This design comes from an exercise in tuning for small area, a short achievable clock period and few clock cycles per item on the open sky130 flow, not from production work. At most, simulation tests tie the RTL to the original design; equivalence was not proved.

==> inputs of trial 32 <==
Design mult_top, start of the top module:
module mult_top (
    input  logic        clock,
    input  logic        reset,
    input  logic        in_valid,
    input  logic [31:0] in_rs1,
    input  logic [31:0] in_rs2,
    input  logic [5:0]  in_dest,
    input  logic [3:0]  in_bm,
    input  logic [2:0]  in_func,
    output logic        fu_free,
    input  logic [3:0]  b_mm_resolve,
    input  logic        b_mm_mispred,
    input  logic        cdb_gnt,
    output logic        out_valid,
    output logic [31:0] out_result,
    output logic [5:0]  out_dest
);
Settings: LEC_CHECK=0, CAP_MARGIN=20, CORE_MARGIN=2, CORE_UTILIZATION=65, PLACE_DENSITY=0.75, SETUP_SLACK_MARGIN=2.0, SLEW_MARGIN=20, SYNTH_HIERARCHICAL=1, SYNTH_MINIMUM_KEEP_SIZE=0; clock period 6.5 ns.
run.sh (not shown) runs the stock make flow with config.mk's settings and CLKGATE_MAP_FILE= SYNTH_SCRIPT=/design/flow/synth_recipe.tcl, a recipe that flattens the netlist after the stock synthesis.
==> trial 52: changes against trial 32 <==
--- a/flow/config.mk
+++ b/flow/config.mk
@@ -8,7 +8,6 @@
 export CAP_MARGIN = 20
 export CORE_MARGIN = 2
-export CORE_UTILIZATION = 65
-export PLACE_DENSITY = 0.75
-export SETUP_SLACK_MARGIN = 2.0
+export CORE_UTILIZATION = 40
+export PLACE_DENSITY = 0.6
 export SLEW_MARGIN = 20
 export SYNTH_HIERARCHICAL = 1
==> metrics.md <==
| Metric | Value |
|---|---|
| Run status | `finished with violations` |
| Layout violations | `negative setup slack` |
| Slowest CP cell | `fa_1` |
| # setup viols final | `1` |
| Signal buffers share of area | `5.79%` |
| Fmax | `0.152 GHz` |
| Final worst slack | `-0.0596 ns` |
(the above is from trial 52)
==> metrics.md <==
| Metric | Value |
|---|---|
| # setup viols final | `0` |
| Signal buffers share of area | `8.75%` |
| Final worst-path cycle share | `95.5%` |
| CP endpoint kind | `primary output` |
| Post-cts resize count | `241` |
| Slowest CP cell | `fa_2` |
| R2R Path Start | `v_q` |
| Run status | `timing/DRC/antenna clean` |
(the above is from trial 32)
No run of this note included a check of the RTL's function; only the layout flow was run.

* * *

==> v25 <==
Another version of the RTL of mult_top (not shown whole).
export LEC_CHECK = 0
export CAP_MARGIN = 20
export CORE_MARGIN = 2
export CORE_UTILIZATION = 65
export PLACE_DENSITY = 0.75
export SETUP_SLACK_MARGIN = 2.0
export SLEW_MARGIN = 20
export SYNTH_HIERARCHICAL = 1
export SYNTH_MINIMUM_KEEP_SIZE = 0
create_clock -name core_clock -period 6.5 [get_ports {clock}]
==> v7: changes against v25 <==
==> flow/flow/run.sh (new file) <==
#!/bin/bash
# The standard layout (standard.sh) with two changes to how it is made:
# the input and output ports get plain buf_2 buffers (buffer_ports would
# otherwise pick a delay cell), and clock-tree synthesis inserts no dummy
# loads.  The full make output goes to standard.log in the work folder.
set -euo pipefail
export BUFFER_PORTS_ARGS="-buffer_cell sky130_fd_sc_hd__buf_2"
export CTS_ARGS="-sink_clustering_enable -repair_clock_nets -dont_use_dummy_load -buf_list {sky130_fd_sc_hd__clkbuf_4 sky130_fd_sc_hd__clkbuf_8}"
bash standard.sh > standard.log 2>&1
==> flow/standard.sh (new file) <==
#!/bin/bash
# synth_recipe.tcl (not shown) runs the flow's synth.tcl, then flattens the netlist and writes it again
# the make line also repeats each setting of config.mk as NAME=value (left out here)
make -C /OpenROAD-flow-scripts/flow DESIGN_CONFIG=/design/flow/config.mk WORK_HOME=/design/flow/orfs CLKGATE_MAP_FILE= SYNTH_SCRIPT=/design/flow/synth_recipe.tcl "${@:-finish}"
CORE_UTILIZATION = 50   (was 65)
CTS_BUF_LIST = sky130_fd_sc_hd__clkbuf_4 sky130_fd_sc_hd__clkbuf_8   (was unset)
PLACE_DENSITY = 0.65   (was 0.75)
removed: flow/run.sh
==> v16: changes against v25 <==
==> flow/flow/run.sh (new file) <==
#!/bin/bash
# The standard layout (standard.sh) with two changes to how it is made:
# the input and output ports get plain buf_2 buffers (buffer_ports would
# otherwise pick a delay cell), and clock-tree synthesis inserts no dummy
# loads.  The full make output goes to standard.log in the work folder.
set -euo pipefail
export BUFFER_PORTS_ARGS="-buffer_cell sky130_fd_sc_hd__buf_2"
export CTS_ARGS="-sink_clustering_enable -repair_clock_nets -dont_use_dummy_load -buf_list {sky130_fd_sc_hd__clkbuf_4 sky130_fd_sc_hd__clkbuf_8}"
bash standard.sh > standard.log 2>&1
==> flow/standard.sh (new file) <==
#!/bin/bash
# synth_recipe.tcl (not shown) runs the flow's synth.tcl, then flattens the netlist and writes it again
# the make line also repeats each setting of config.mk as NAME=value (left out here)
make -C /OpenROAD-flow-scripts/flow DESIGN_CONFIG=/design/flow/config.mk WORK_HOME=/design/flow/orfs CLKGATE_MAP_FILE= SYNTH_SCRIPT=/design/flow/synth_recipe.tcl "${@:-finish}"
CORE_UTILIZATION = 50   (was 65)
CTS_BUF_LIST = sky130_fd_sc_hd__clkbuf_4 sky130_fd_sc_hd__clkbuf_8   (was unset)
PLACE_DENSITY = 0.65   (was 0.75)
SETUP_SLACK_MARGIN = 1.5   (was 2.0)
removed: flow/run.sh
==> summary.txt <==
v25 stopped in global routing (5_1_grt). v7 finished with timing, DRC and antenna clean. v16 ran to the end with no violations.
Die area is the same in v16 and v7.
Worst setup slack: v7 is better than v16 (9.1 ps).
In clock skew, v7 and v16 hardly differ.
Against v16, the utilization of v7 is higher by 5.5 points.
Against v7, the routed wire length of v16 is higher by about 1.6%.
In count of clock-buffer cells in the layout, v7 and v16 do not differ.
In v16 the cell area is lower than in v7, by about 8%.
Testbench counts of v25, summed over its fixed seeds: cycles 6,414, items 4,800.
Testbench counts of v7, summed over its fixed seeds: cycles 6,414, items 4,800.
Testbench counts of v16, summed over its fixed seeds: cycles 6,414, items 4,800.

==> static timing again, ports no longer ideal <==
The flow's constraints put no driver on any port. The routed layouts listed below were extracted and timed again, unchanged, in two steps. Step 1, drivers: a clkbuf_16 drives clock and a buf_2 each remaining input, both assumed. Step 2 moves the port delays by t, midway between the first and last clock arrival at a register: inputs arrive t later, outputs are due t later. That takes back most of the time a late clock gives input paths. Slacks: ideal / step 1 / step 2; pairs: ideal / step 1.
run	shift t [ns]	setup slack, ns	worst hold slack (ns)	clock arrival spread, ns
trial 32	0.617	0.294 / 0.228 / 0.845	0.508 / 0.508 / 0.508	0.015 / 0.014
trial 52	0.635	-0.060 / -0.118 / 0.517	0.495 / 0.495 / 0.495	0.034 / 0.034
v7	0.516	1.448 / 1.391 / 1.306	0.501 / 0.501 / 0.501	0.036 / 0.037
v16	0.526	1.439 / 1.385 / 0.945	0.496 / 0.496 / 0.496	0.039 / 0.039
For v16, which loses most, drivers alone change the setup slack by -0.054 ns; drivers and shift together by -0.494 ns.
